What follows belongs to an exercise in optimizing a design on an open flow for small area and a short achievable clock period; a production flow would make more cautious choices. RTL that was checked went through simulation tests only; none was proved equivalent to the original.

// top_level
module top_level(f1,f2,p,in_1,in_2,out,clk,clk2);
input [7:0]in_1, in_2;
input clk;
input clk2;
input [15:0]p;   
input [15:0]f1,f2;  
output [15:0]out;
wire       nz1_d, nz2_d;
wire [2:0] k1_d, k2_d;
wire [6:0] xf1_d, xf2_d;
convert cv1 (.int8(in_1), .nz(nz1_d), .k(k1_d), .xf(xf1_d));
convert cv2 (.int8(in_2), .nz(nz2_d), .k(k2_d), .xf(xf2_d));
reg        nz1, nz2, s1, s2;
reg  [2:0] k1, k2;
reg  [4:0] be1, be2;
reg  [6:0] xf1, xf2;
reg  [9:0] bm1, bm2;
always @(posedge clk) begin
  nz1 <= nz1_d;  nz2 <= nz2_d;
  k1  <= k1_d;   k2  <= k2_d;
  xf1 <= xf1_d;  xf2 <= xf2_d;
  s1  <= f1[15]; s2  <= f2[15];
  be1 <= f1[14:10]; be2 <= f2[14:10];
  bm1 <= f1[9:0]; bm2 <= f2[9:0];
end
wire [18:7] P1_d, P2_d;
mult mu1 (.xf(xf1), .bm(bm1), .P(P1_d));
mult mu2 (.xf(xf2), .bm(bm2), .P(P2_d));
reg [18:7] P1, P2;
reg [4:0]  e1, e2;
reg        z1, z2, t1, t2;
always @(posedge clk) begin
  P1 <= P1_d;  P2 <= P2_d;
  e1 <= be1 + {2'b00, k1};
  e2 <= be2 + {2'b00, k2};
  z1 <= nz1;   z2 <= nz2;
  t1 <= s1;    t2 <= s2;
end
wire [15:0] m1, m2;
mult_norm mn1 (.nz(z1), .s(t1), .e0(e1), .P(P1), .C(m1));
mult_norm mn2 (.nz(z2), .s(t2), .e0(e2), .P(P2), .C(m2));
wire        sge;
wire [13:0] sML_d, sMS_d;
wire [4:0]  sLe_d;
wire        sLs_d, sop_d, sbz_d;
compare_adder #(.W(15)) cp1 (.A(m1[14:0]), .B(m2[14:0]), .ge(sge));
shift_adder sa1 (.A(m1), .B(m2), .ge(sge), .ML(sML_d), .MS(sMS_d), .Le(sLe_d), .Ls(sLs_d), .op(sop_d), .bz(sbz_d));
reg [13:0] sML, sMS;
reg [4:0]  sLe;
reg        sLs, sop, sbz;
always @(posedge clk) begin
  sML <= sML_d;
  sMS <= sMS_d;
  sLe <= sLe_d;
  sLs <= sLs_d;
  sop <= sop_d;
  sbz <= sbz_d;
end
wire [14:0] sR;
wire [15:0] S_sum;
main_adder ma1 (.ML(sML), .MS(sMS), .op(sop), .R(sR));
normalize  no1 (.R(sR), .Le(sLe), .Ls(sLs), .bz(sbz), .Z(S_sum));
  ...
For scale: roughly 180 flip-flops, about 82 I/O pins.
export LEC_CHECK = 0
export ABC_AREA = 1
export CAP_MARGIN = 20
export CORE_MARGIN = 2
export CORE_UTILIZATION = 40
export SLEW_MARGIN = 20
create_clock -name core_clock -period 13.5 [get_ports {clk}]
standard.sh (not shown) runs the stock make flow with config.mk's settings and CLKGATE_MAP_FILE= SYNTH_SCRIPT=/design/flow/synth_recipe.tcl, a recipe that flattens the netlist after the stock synthesis.
==> flow/flow/run.sh <==
#!/bin/bash
# Own layout flow: the standard synthesis, then the standard layout
# with port buffers as buf_2 cells and a larger repair_timing setup margin.
set -euo pipefail
bash standard.sh synth > synth.log 2>&1
bash standard.sh SETUP_SLACK_MARGIN=9 TNS_END_PERCENT=20 "BUFFER_PORTS_ARGS=-buffer_cell sky130_fd_sc_hd__buf_2" finish > layout.log 2>&1
The baseline went through all stages and came out clean.
==> next run, changes <==
==> flow/run.sh (new file) <==
#!/bin/bash
# synth_recipe.tcl (not shown) runs the flow's synth.tcl, then flattens the netlist and writes it again
# the make line also repeats each setting of config.mk as NAME=value (left out here)
make -C /OpenROAD-flow-scripts/flow DESIGN_CONFIG=/design/flow/config.mk WORK_HOME=/design/flow/orfs CLKGATE_MAP_FILE= SYNTH_SCRIPT=/design/flow/synth_recipe.tcl finish
removed: flow/flow/run.sh
removed: flow/standard.sh
Non-clock buffer count shrinks by 82.
Wire length shrinks by 1.6%.
Die area stays the same.
Via count decreases by 4.4%.
Setup slack degrades by 1.1 ns.
==> next run, changes <==
==> flow/flow/run.sh (new file) <==
#!/bin/bash
set -euo pipefail
bash standard.sh synth > synth.log 2>&1
bash standard.sh SETUP_SLACK_MARGIN=9 TNS_END_PERCENT=0 "BUFFER_PORTS_ARGS=-buffer_cell sky130_fd_sc_hd__buf_2" finish > layout.log 2>&1
==> flow/standard.sh (new file) <==
#!/bin/bash
# synth_recipe.tcl (not shown) runs the flow's synth.tcl, then flattens the netlist and writes it again
# the make line also repeats each setting of config.mk as NAME=value (left out here)
make -C /OpenROAD-flow-scripts/flow DESIGN_CONFIG=/design/flow/config.mk WORK_HOME=/design/flow/orfs CLKGATE_MAP_FILE= SYNTH_SCRIPT=/design/flow/synth_recipe.tcl "${@:-finish}"
removed: flow/run.sh
Effect: Core utilization climbs by 0.98 points. Setup slack improves by 1.2 ns. Final area is higher by 2.2%. Maximum frequency climbs by 24%.
No functional check of the RTL was part of any run of this note.

========
Another version of the RTL of top_level (not shown whole).
Size in the first run: about 2500 cells after synthesis, about 82 I/O pins, roughly 17000 sq um of cells after synthesis.
clock: 13.5 ns
lec_check: 0
abc_area: 1
cap_margin: 20
core_margin: 2
core_utilization: 65
place_density: 0.75
slew_margin: 20
==> flow/flow/run.sh <==
#!/bin/bash
set -euo pipefail
bash standard.sh synth > synth.log 2>&1
bash standard.sh SETUP_SLACK_MARGIN=9.2 TNS_END_PERCENT=10 "BUFFER_PORTS_ARGS=-buffer_cell sky130_fd_sc_hd__buf_2" finish > layout.log 2>&1
The starting point went through all stages and came out clean.
Change:
==> flow/flow/run.sh (replaced) <==
#!/bin/bash
set -euo pipefail
bash standard.sh synth > synth.log 2>&1
bash standard.sh SETUP_SLACK_MARGIN=9 TNS_END_PERCENT=0 "BUFFER_PORTS_ARGS=-buffer_cell sky130_fd_sc_hd__buf_2" finish > layout.log 2>&1
--- a/flow/config.mk
+++ b/flow/config.mk
@@ -10,4 +10,4 @@
 export CORE_MARGIN = 2
-export CORE_UTILIZATION = 65
-export PLACE_DENSITY = 0.75
+export CORE_UTILIZATION = 55
+export PLACE_DENSITY = 0.7
 export SLEW_MARGIN = 20
What happened:
- non-clock buffer count goes down by 21
- wire length went down by a few percent
- cell area drops slightly
- global-route usage decreases by 5.8 points
- worst setup slack loses 0.0047 ns
- final cell count came out higher slightly
- first-iteration DRC count is lower by about a fifth
- critical path depth is unchanged

[port drivers added, routing unchanged]
Ports are ideal in the flow. The routed layouts listed here were re-timed in OpenROAD. Step 1: set_driving_cell puts a clkbuf_16 on clk and a buf_2 on each other input, an assumption about the parent block. Step 2 also shifts input and output timing later by t, the mid clock arrival at the registers, as if the neighbouring blocks saw the same clock. a / b / c = ideal ports / drivers / drivers and shift; a / b = the first two.
run | shift t [ns] | setup slack, ns | cell pins on the clock port's net
the first run of note 1 | 0.540 | 8.548 / 8.491 / 8.712 | 1
the second run of note 1 | 0.536 | 7.446 / 7.388 / 7.774 | 1
the third run of note 1 | 0.525 | 8.615 / 8.576 / 8.615 | 1
the first run of note 2 | 0.505 | 9.008 / 8.952 / 8.761 | 1
the second run of note 2 | 0.499 | 9.003 / 8.948 / 8.809 | 1
After both steps setup and hold are still met in every run listed. For the first run of note 2, which loses most, drivers alone change the setup slack by -0.056 ns; drivers and shift together by -0.247 ns.
